From an optimization exercise on the open Yosys and OpenROAD flow, aimed at small area; shortcuts taken in it are not production practice.
RTL that was checked went through simulation tests only; none was proved equivalent to the original.
Power and IR drop assume default switching activity.

// MotionDetection
module MotionDetection(clk, ena, rst, din1, din2, dout, state, count,
                       sr_we, sr_addr, sr_wdata, sr_rdata,
                       cr_we, cr_addr, cr_wdata, cr_rdata);
clock: 10.0 ns
lec_check: 0
abc_area: 1
cap_margin: 20
core_area: 10 10 440 440
die_area: 0 0 450 450
place_density: 0.85
slew_margin: 20
standard.sh (not shown) runs the stock make flow with config.mk's settings and CLKGATE_MAP_FILE= SYNTH_SCRIPT=/design/flow/synth_recipe.tcl, a recipe that flattens the netlist after the stock synthesis.
==> flow/flow/run.sh <==
#!/bin/bash
# Standard layout (the standard.sh) with two changes:
#  - the port buffers that ORFS's buffer_ports inserts on every input and output
#    are sky130_fd_sc_hd__buf_1;
#  - synthesis maps the logic with flow/abc_area.script (an area-oriented ABC
#    script) instead of ORFS's abc_area.script. Everything else, registers
#    included, is the standard synthesis.
set -euo pipefail
here=$(pwd)
mkdir -p scripts
for f in "$FLOW_HOME"/scripts/*; do ln -sf "$f" scripts/; done
rm -f scripts/abc_area.script
cp flow/abc_area.script scripts/abc_area.script
bash standard.sh SCRIPTS_DIR="$here/scripts" \
  BUFFER_PORTS_ARGS="-buffer_cell sky130_fd_sc_hd__buf_1" finish > orfs_make.log 2>&1
==> flow/flow/abc_area.script <==
strash
&get -n
&st
&dch
&nf
&put
topo
stime -c
upsize -c
dnsize -c
==> next run, changes <==
==> flow/flow/run.sh (replaced) <==
#!/bin/bash
# Standard layout (the standard.sh), with the port buffers that ORFS's
# buffer_ports inserts on every input and output made sky130_fd_sc_hd__buf_1.
set -euo pipefail
bash standard.sh BUFFER_PORTS_ARGS="-buffer_cell sky130_fd_sc_hd__buf_1" finish > orfs_make.log 2>&1
removed: flow/flow/abc_area.script
Outcome: Worst hold slack barely changes. Routed wire length rises by about a fifth. Setup slack gets better by 0.19 ns. Via count increases by about a fifth. Clock skew falls by 0.0053 ns. Clock-buffer cell count fell by 2. Final area came out higher slightly. Utilization rose by 0.38 points. Power decreases by a few percent. Non-clock buffer count shrinks by 83.
==> next run, changes <==
==> flow/flow/run.sh (replaced) <==
#!/bin/bash
# Standard layout (the standard.sh) with two changes:
#  - the port buffers that ORFS's buffer_ports inserts on every input and output
#    are sky130_fd_sc_hd__buf_1;
#  - synthesis maps the logic with flow/abc_area.script (an area-oriented ABC
#    script) instead of ORFS's abc_area.script. Everything else, registers
#    included, is the standard synthesis.
set -euo pipefail
here=$(pwd)
mkdir -p scripts
for f in "$FLOW_HOME"/scripts/*; do ln -sf "$f" scripts/; done
rm -f scripts/abc_area.script
cp flow/abc_area.script scripts/abc_area.script
bash standard.sh SCRIPTS_DIR="$here/scripts" \
  BUFFER_PORTS_ARGS="-buffer_cell sky130_fd_sc_hd__buf_1" finish > orfs_make.log 2>&1
==> flow/flow/abc_area.script (new file) <==
strash
dch -f
map -a
mfs2
strash
dch -f
map -a
topo
stime -c
Settings changed: PLACE_DENSITY 0.85 to not set.
Design area climbs by about 0.7%.
Hold slack gains 0.014 ns.
Via count falls by about 8%.
Routed wire length drops by about 5%.
Core utilization climbs by 0.16 points.
Setup slack gains 0.057 ns.
Cell count goes down by 5.8%.
Total power rose by about 18%.
Count of clock-buffer cells in the layout stays the same.
Critical path depth went up by 7.
Clock power goes up by about 6%.
No functional check of the RTL was part of any run of this note.


== job 2299 ==
MotionDetection, a different RTL version from the one above (not shown whole).
For scale: roughly 5,100 cells after synthesis, about 35,000 µm² of cells after synthesis.
Settings: LEC_CHECK=0, ABC_AREA=1, CAP_MARGIN=20, CORE_AREA=10 10 440 440, DIE_AREA=0 0 450 450, GPL_TIMING_DRIVEN=0, SLEW_MARGIN=20; clock period 10.0 ns.
==> flow/flow/run.sh <==
#!/bin/bash
# Standard layout (the standard.sh), with the port buffers that ORFS's
# buffer_ports inserts on every input and output made sky130_fd_sc_hd__buf_1.
set -euo pipefail
bash standard.sh BUFFER_PORTS_ARGS="-buffer_cell sky130_fd_sc_hd__buf_1" finish > orfs_make.log 2>&1
Job 2299: PASS, flow complete, no timing, DRC or antenna violations
Inputs modified between job 2299 and job 3036:
- GPL_TIMING_DRIVEN no longer set, was 0
- PLACE_DENSITY now 0.85, previously not set
==> flow/flow/run.sh <==
#!/bin/bash
# Standard layout (the standard.sh) with two changes:
#  - the port buffers that ORFS's buffer_ports inserts on every input and output
#    are sky130_fd_sc_hd__buf_1;
#  - synthesis maps the logic with flow/abc_area.script (an area-oriented ABC
#    script) instead of ORFS's abc_area.script. Everything else, registers
#    included, is the standard synthesis.
set -euo pipefail
here=$(pwd)
mkdir -p scripts
for f in "$FLOW_HOME"/scripts/*; do ln -sf "$f" scripts/; done
rm -f scripts/abc_area.script
cp flow/abc_area.script scripts/abc_area.script
bash standard.sh SCRIPTS_DIR="$here/scripts" \
  BUFFER_PORTS_ARGS="-buffer_cell sky130_fd_sc_hd__buf_1" finish > orfs_make.log 2>&1
==> flow/flow/abc_area.script (new file) <==
strash
&get -n
&st
&dch
&nf
&put
topo
stime -c
upsize -c
dnsize -c
### Flow results
- Side by side, number of buffers other than clock buffers in the final layout turned out lower in job 3036 than in job 2299.
- Going from job 2299 to job 3036, overall power down 6.6%, global-route wire length before repair fell 18%, clock-cell share of area picked up an extra 0.50 points.


Another version of the RTL of MotionDetection (not shown whole).
Size: about 5,000 cells after synthesis, roughly 190 flip-flops, roughly 1,300 I/O pins.
==> flow/design.v (excerpt) <==
module MotionDetection(clk, ena, rst, din1, din2, dout, state, count,
                       sr_we, sr_addr, sr_wdata, sr_rdata,
                       cr_we, cr_addr, cr_wdata, cr_rdata);
input [31:0] din1, din2;
input clk, ena, rst;
input [3:0] state;
output [31:0] dout;
input [8:0] count;
output [11:0]  sr_we;
output [83:0]  sr_addr;
output [383:0] sr_wdata;
input  [383:0] sr_rdata;
output [3:0]   cr_we;
output [27:0]  cr_addr;
output [127:0] cr_wdata;
input  [127:0] cr_rdata;
reg        page;           
reg  [5:0] cx, cy;         
reg  [5:0] bestx, besty;
reg [15:0] bestsad;
reg [15:0] acc0, acc1, acc2;
reg [10:0] ps0, pc0, ps1, pc1, ps2, pc2;    
reg  [3:0] pp0, pp1, pp2;                   
reg  [5:0] mvx, mvy;
assign dout = {10'b0, mvx, 10'b0, mvy};
genvar t;
integer i;
wire ld_c  = (count >= 9'd48)  && (count < 9'd112);
wire ld_01 = (count >= 9'd160) && (count < 9'd224);
wire ld_11 = (count >= 9'd272) && (count < 9'd336);
wire ld_12 = (count >= 9'd384) && (count < 9'd448);
wire ld_21 = (count >= 9'd448);
wire [3:0] lr = count[5:2] + (ld_c ? 4'd4 : ld_01 ? 4'd8 : ld_11 ? 4'd12 : 4'd0);
wire [1:0] lk = count[1:0];
wire tx0 = ld_c  | ld_11 | ld_12;
wire tx1 = ld_01 | ld_11 | ld_21;
wire tx2 = ld_01 | ld_12 | ld_21;
wire [1:0] ty0 = ld_c  ? 2'd0 : ld_11 ? 2'd1 : 2'd2;
wire [1:0] ty1 = ld_01 ? 2'd0 : ld_11 ? 2'd1 : 2'd2;
wire [1:0] ty2 = ld_01 ? 2'd0 : ld_12 ? 2'd1 : 2'd2;
wire [31:0] wd2   = ld_12 ? din1 : din2;        
wire [31:0] bus01 = lk[1] ? din1 : din2;
  ...
clock: 10.0 ns
lec_check: 0
cap_margin: 20
core_area: 10 10 440 440
die_area: 0 0 450 450
slew_margin: 20
run.sh (not shown) runs the stock make flow with config.mk's settings and CLKGATE_MAP_FILE= SYNTH_SCRIPT=/design/flow/synth_recipe.tcl, a recipe that flattens the netlist after the stock synthesis.
Stock flow here: none of the scripts above is used.
Rerun with:
==> flow/flow/run.sh (new file) <==
#!/bin/bash
# Standard layout (the standard.sh), with the port buffers that ORFS's
# buffer_ports inserts on every input and output made sky130_fd_sc_hd__buf_1.
set -euo pipefail
bash standard.sh BUFFER_PORTS_ARGS="-buffer_cell sky130_fd_sc_hd__buf_1" finish > orfs_make.log 2>&1
==> flow/standard.sh (new file) <==
#!/bin/bash
# synth_recipe.tcl (not shown) runs the flow's synth.tcl, then flattens the netlist and writes it again
# the make line also repeats each setting of config.mk as NAME=value (left out here)
make -C /OpenROAD-flow-scripts/flow DESIGN_CONFIG=/design/flow/config.mk WORK_HOME=/design/flow/orfs CLKGATE_MAP_FILE= SYNTH_SCRIPT=/design/flow/synth_recipe.tcl "${@:-finish}"
removed: flow/run.sh
=>
- The changed run passed the timing, DRC and antenna checks
- count of clock-buffer cells in the layout is unchanged
- final area came out lower by 15%
- synthesized cell count is unchanged
- global-route usage stays flat

port drivers added, routing unchanged:
In the flow no input, the clock included, has a driving cell. The finished layouts below were timed again as built, in two steps. Step 1 assumes that a clkbuf_16 drives the clock port and a buf_2 every other input. Step 2 times the ports against the registers' clock, not the clock port: input delays grow and output delays shrink by t, the midpoint of the rising clock arrivals with the driver on. a / b / c = ideal / step 1 / step 2; a / b = the first two.
run | t, ns | setup WS [ns] | worst setup path after step 2 | worst register clock-pin slew, ns
the first run of note 1 | 0.495 | 0.208 / 0.208 / 0.021 | input to register | 0.08 / 0.08
the second run of note 1 | 0.505 | 0.395 / 0.395 / 0.218 | input to register | 0.08 / 0.08
the third run of note 1 | 0.526 | 0.452 / 0.452 / 0.233 | input to register | 0.09 / 0.09
job 2299 | 0.516 | 0.132 / 0.161 / -0.355 | input to register | 0.08 / 0.08
job 3036 | 0.576 | 0.572 / 0.583 / 0.007 | input to register | 0.09 / 0.09
the first run of note 3 | 0.518 | 0.788 / 0.815 / 0.306 | input to register | 0.08 / 0.08
the second run of note 3 | 0.520 | 0.885 / 0.921 / 0.401 | input to register | 0.08 / 0.08
Met with ideal ports but missed after step 2: setup timing in job 2299. The setup slack of job 3036, which loses most, moves by +0.011 ns with the drivers and by -0.565 ns with both steps.
